Background: an optimization exercise with open tools, aiming at small area and a short achievable clock period. Do not read the settings as production practice. Where RTL was checked, it was by simulation tests only, not by an equivalence proof against the original. Power figures rest on the tool's default switching activity, not on a simulated workload.

==> inputs of run a <==
## Booth
module Booth (
    input  CLK, RST,
    input  [31:0] x, y,
    output [63:0] p
);
==> module GPLEAF, before the edit <==
module GPLEAF (
    input  a, b, rst,
    output g, p
);
    wire   bn = b & ~rst;
    assign g = a & bn;
    assign p = a ^ b;
endmodule
clock: 7.5 ns
lec_check: 0
cap_margin: 20
core_margin: 2
core_utilization: 40
setup_slack_margin: 3.0
slew_margin: 20
synth_hierarchical: 1
synth_minimum_keep_size: 0
standard.sh (not shown) runs the stock make flow with config.mk's settings and CLKGATE_MAP_FILE= SYNTH_SCRIPT=/design/flow/synth_recipe.tcl, a recipe that flattens the netlist after the stock synthesis.
==> flow/flow/run.sh <==
#!/bin/bash
# Own layout flow: the standard flow, plus one step after floorplan that
# sets every combinational cell to the smallest drive strength of its family
# (Yosys/ABC map with a fixed load and tends to pick oversized gates). The
# later resizer steps (repair_design, repair_timing) size up what needs it.
set -euo pipefail
here=$(pwd)
export POST_FLOORPLAN_TCL="$here/flow/downsize.tcl"
# buffer the ports with a plain buffer (the default pick is a slow delay cell)
export BUFFER_PORTS_ARGS="-buffer_cell sky130_fd_sc_hd__buf_1"
bash standard.sh > "$here/standard.log" 2>&1
==> flow/flow/downsize.tcl <==
# Swap each combinational standard cell for the smallest-drive cell of the same
# function (same footprint family); leave flops, adders, buffers and ties alone.
set n 0
foreach inst [get_cells *] {
  set master [get_property $inst ref_name]
  if {![regexp {^sky130_fd_sc_hd__([a-z0-9]+)_([0-9]+)$} $master -> base size]} { continue }
  if {[regexp {^(df|sdf|edf|dl|fa|ha|conb|tap|fill|decap|buf|clkbuf|clkdly|dlygate|dlymetal|inv|clkinv|diode|lpflow|probe)} $base]} { continue }
  set best ""
  set bestsize 1000
  foreach lc [get_lib_cells sky130_fd_sc_hd__${base}_*] {
    set nm [get_name $lc]
    if {![regexp "^sky130_fd_sc_hd__${base}_(\[0-9\]+)\$" $nm -> s]} { continue }
    if {[get_property $lc dont_use]} { continue }
    if {$s < $bestsize} { set bestsize $s; set best $nm }
  }
  if {$best ne "" && $best ne $master} {
    replace_cell $inst $best
    incr n
  }
}
puts "downsize: replaced $n cells"
==> inputs of run b, as changes to run a <==
--- a/flow/design.v
+++ b/flow/design.v
@@ -77,4 +77,3 @@
 );
-    wire   bn = b & ~rst;
-    assign g = a & bn;
+    assign g = a & b & ~rst;
     assign p = a ^ b;
--- a/flow/flow/run.sh
+++ b/flow/flow/run.sh
@@ -9,3 +9,3 @@
 # buffer the ports with a plain buffer (the default pick is a slow delay cell)
-export BUFFER_PORTS_ARGS="-buffer_cell sky130_fd_sc_hd__buf_1"
+export BUFFER_PORTS_ARGS="-buffer_cell sky130_fd_sc_hd__buf_2"
 bash standard.sh > "$here/standard.log" 2>&1
SETUP_SLACK_MARGIN = 3.1   (was 3.0)
==> impl_metrics.yaml <==
status:
  outcome: "finished clean"
global_routing:
  use_met1_pct: 33.4
  initial_antenna_violation_count: 1
worst_setup_path:
  critical_path_cell_count: 10
  required_ns: 7.94
  setup.worst_path.start: "x3r[24]"
  path_cells: "a22oi_1 -> nand2_1 -> xor2_1 -> fa_1 -> fa_1 -> fa_1 -> fa_1 -> fa_1 -> ha_1 -> xor2_1"
cells_and_area:
  sh_seq_area_pct: 16.1
  fillCellCount: 7753
pwr:
  power-per-cell-area_nw_per_um2: 550
drt:
  detail_route.iter0.violations: 3755
The numbers above come from run a.

==> impl_metrics.yaml <==
pwr:
  power-per-cell-area_nw_per_um2: 509
  power_switching_mw: 7.54
drt:
  detailroute.via_count: 25000
worst_setup_path:
  worst_reg_to_reg_setup_slack_ns: 3.17
  setup.worst_path.start: "pr[32]"
  path_cells: "nand2_1 -> nor2_1 -> nand2_1 -> o21ai_2 -> a21oi_1 -> o21ai_1 -> a21oi_1 -> xnor2_1 -> buf_2"
  rr_worst_depth: 11
  critical_path_cell_count: 9
clock_tree:
  cts_max_path_buffers: 3
  htree_levels: 1
cells_and_area:
  sh_seq_area_pct: 16.3
  buffers: 197
  num-clock-buffers: 27
  mostFrequentLayoutCell: "a22oi_1"
  fillCellCount: 7846
placed_design:
  dpl-instance-area_sq_um: 29500
  hpwlAfterDp_microns: 73200
status:
  outcome: "finished clean"
global_routing:
  initial_antenna_violation_count: 3
  use_met1_pct: 33.7
yosys:
  syn-mean-instance-area_sq_um: 11.0
The numbers above come from run b.


* * *

==> exp/garnet <==
Another version of the RTL of Booth (not shown whole).
==> module BSEL8, before the edit <==
module BSEL8 (
    input  s1, s2, s3, s4, neg, a, b, t, c,
    output pp
);
    wire u, v;
    AOI22X2 u0 (.s1(s1), .a(a), .s2(s2), .b(b), .s3(s3), .t(t), .s4(s4), .c(c), .u(u), .v(v));
    NANDXOR u2 (.u(u), .v(v), .neg(neg), .pp(pp));
endmodule
==> module BSEL8N, before the edit <==
module BSEL8N (
    input  s1, s2, s3, s4, neg, a, b, t, c,
    output pp
);
    wire u, v;
    AOI22X2 u0 (.s1(s1), .a(a), .s2(s2), .b(b), .s3(s3), .t(t), .s4(s4), .c(c), .u(u), .v(v));
    NANDXNOR u2 (.u(u), .v(v), .neg(neg), .pp(pp));
endmodule
==> module AOI22X2, before the edit <==
module AOI22X2 (
    input  s1, a, s2, b, s3, t, s4, c,
    output u, v
);
    assign u = ~((s1 & a) | (s2 & b));
    assign v = ~((s3 & t) | (s4 & c));
endmodule
==> module NANDXOR, before the edit <==
module NANDXOR (
    input  u, v, neg,
    output pp
);
    assign pp = neg ^ ~(u & v);
endmodule
==> module NANDXNOR, before the edit <==
module NANDXNOR (
    input  u, v, neg,
    output pp
);
    assign pp = ~(neg ^ ~(u & v));
endmodule
clock: 7.5 ns
lec_check: 0
cap_margin: 20
core_margin: 2
core_utilization: 40
setup_slack_margin: 3.1
slew_margin: 20
synth_hierarchical: 1
synth_minimum_keep_size: 0
==> flow/flow/run.sh <==
#!/bin/bash
# Own layout flow: the standard flow, plus one step after floorplan that
# sets every combinational cell to the smallest drive strength of its family
# (Yosys/ABC map with a fixed load and tends to pick oversized gates). The
# later resizer steps (repair_design, repair_timing) size up what needs it.
set -euo pipefail
here=$(pwd)
export POST_FLOORPLAN_TCL="$here/flow/downsize.tcl"
# buffer the ports with a plain buffer (the default pick is a slow delay cell)
export BUFFER_PORTS_ARGS="-buffer_cell sky130_fd_sc_hd__buf_2"
bash standard.sh > "$here/standard.log" 2>&1
Scripts as last shown in full above: flow/flow/downsize.tcl
==> exp/amber: changes against exp/garnet <==
--- a/flow/design.v
+++ b/flow/design.v
@@ -16,36 +16,13 @@
     input  s1, s2, s3, s4, neg, a, b, t, c,
     output pp
 );
-    wire u, v;
-    AOI22X2 u0 (.s1(s1), .a(a), .s2(s2), .b(b), .s3(s3), .t(t), .s4(s4), .c(c), .u(u), .v(v));
-    NANDXOR u2 (.u(u), .v(v), .neg(neg), .pp(pp));
+    assign pp = neg ^ ((s1 & a) | (s2 & b) | (s3 & t) | (s4 & c));
 endmodule
 module BSEL8N (
     input  s1, s2, s3, s4, neg, a, b, t, c,
     output pp
 );
-    wire u, v;
-    AOI22X2 u0 (.s1(s1), .a(a), .s2(s2), .b(b), .s3(s3), .t(t), .s4(s4), .c(c), .u(u), .v(v));
-    NANDXNOR u2 (.u(u), .v(v), .neg(neg), .pp(pp));
-endmodule
-module AOI22X2 (
-    input  s1, a, s2, b, s3, t, s4, c,
-    output u, v
-);
-    assign u = ~((s1 & a) | (s2 & b));
-    assign v = ~((s3 & t) | (s4 & c));
-endmodule
-module NANDXOR (
-    input  u, v, neg,
-    output pp
-);
-    assign pp = neg ^ ~(u & v);
-endmodule
-module NANDXNOR (
-    input  u, v, neg,
-    output pp
-);
-    assign pp = ~(neg ^ ~(u & v));
+    assign pp = ~(neg ^ ((s1 & a) | (s2 & b) | (s3 & t) | (s4 & c)));
 endmodule
 module BSEL8B (
     input  s1, s2, s3, neg, a, b, t,
==> exp/sierra: changes against exp/garnet <==
SETUP_SLACK_MARGIN = 3.4   (was 3.1)
==> summary of the runs <==
- exp/amber went through all stages and came out clean. exp/sierra produced a clean layout. exp/garnet produced a clean layout.
- Clock power is about the same in exp/garnet and exp/amber.
- Between exp/sierra and exp/amber, the lower maximum frequency is in exp/amber (gap about 3.7%, measured against exp/amber).
- Final cell count, lowest first: exp/amber, exp/garnet, exp/sierra.
- Between exp/amber and exp/garnet, the lower via count is in exp/amber (gap about 2.3%, measured against exp/garnet).
- Against exp/amber, the power of exp/garnet is lower by about 2%.
For exp/garnet and exp/sierra, only the layout was checked, not whether the RTL still works.

==> static timing again, ports no longer ideal <==
The results above use ideal ports. As a check the final layouts listed here were re-extracted and re-timed, cells and wires unchanged.
Step 1 sets driving cells, clkbuf_16 on the clock port and buf_2 on the other inputs (assumed; they add their load-dependent delay and slew).
Step 2 adds t to the input delays and takes it off the output delays; t is the mean of the earliest and latest rising clock arrival at the registers after step 1. Input paths then give back, and output paths get back, about the clock's delay inside the block.
Slacks: no drivers / after step 1 / after step 2; pairs: no drivers / after step 1.
| run | t, ns | setup WS [ns] | worst slew at a driven data input, ns | cell pins on the clock port's net |
|---|---|---|---|---|
| run a | 0.624 | 3.046 / 3.019 / 3.046 | 0.06 | 1 |
| run b | 0.611 | 3.148 / 3.085 / 3.171 | 0.07 | 1 |
| exp/garnet | 0.629 | 3.156 / 3.153 / 3.156 | 0.08 | 1 |
| exp/amber | 0.647 | 3.142 / 3.128 / 3.142 | 0.06 | 1 |
| exp/sierra | 0.649 | 3.298 / 3.298 / 3.298 | 0.08 | 1 |
After both steps every run listed still meets setup and hold.
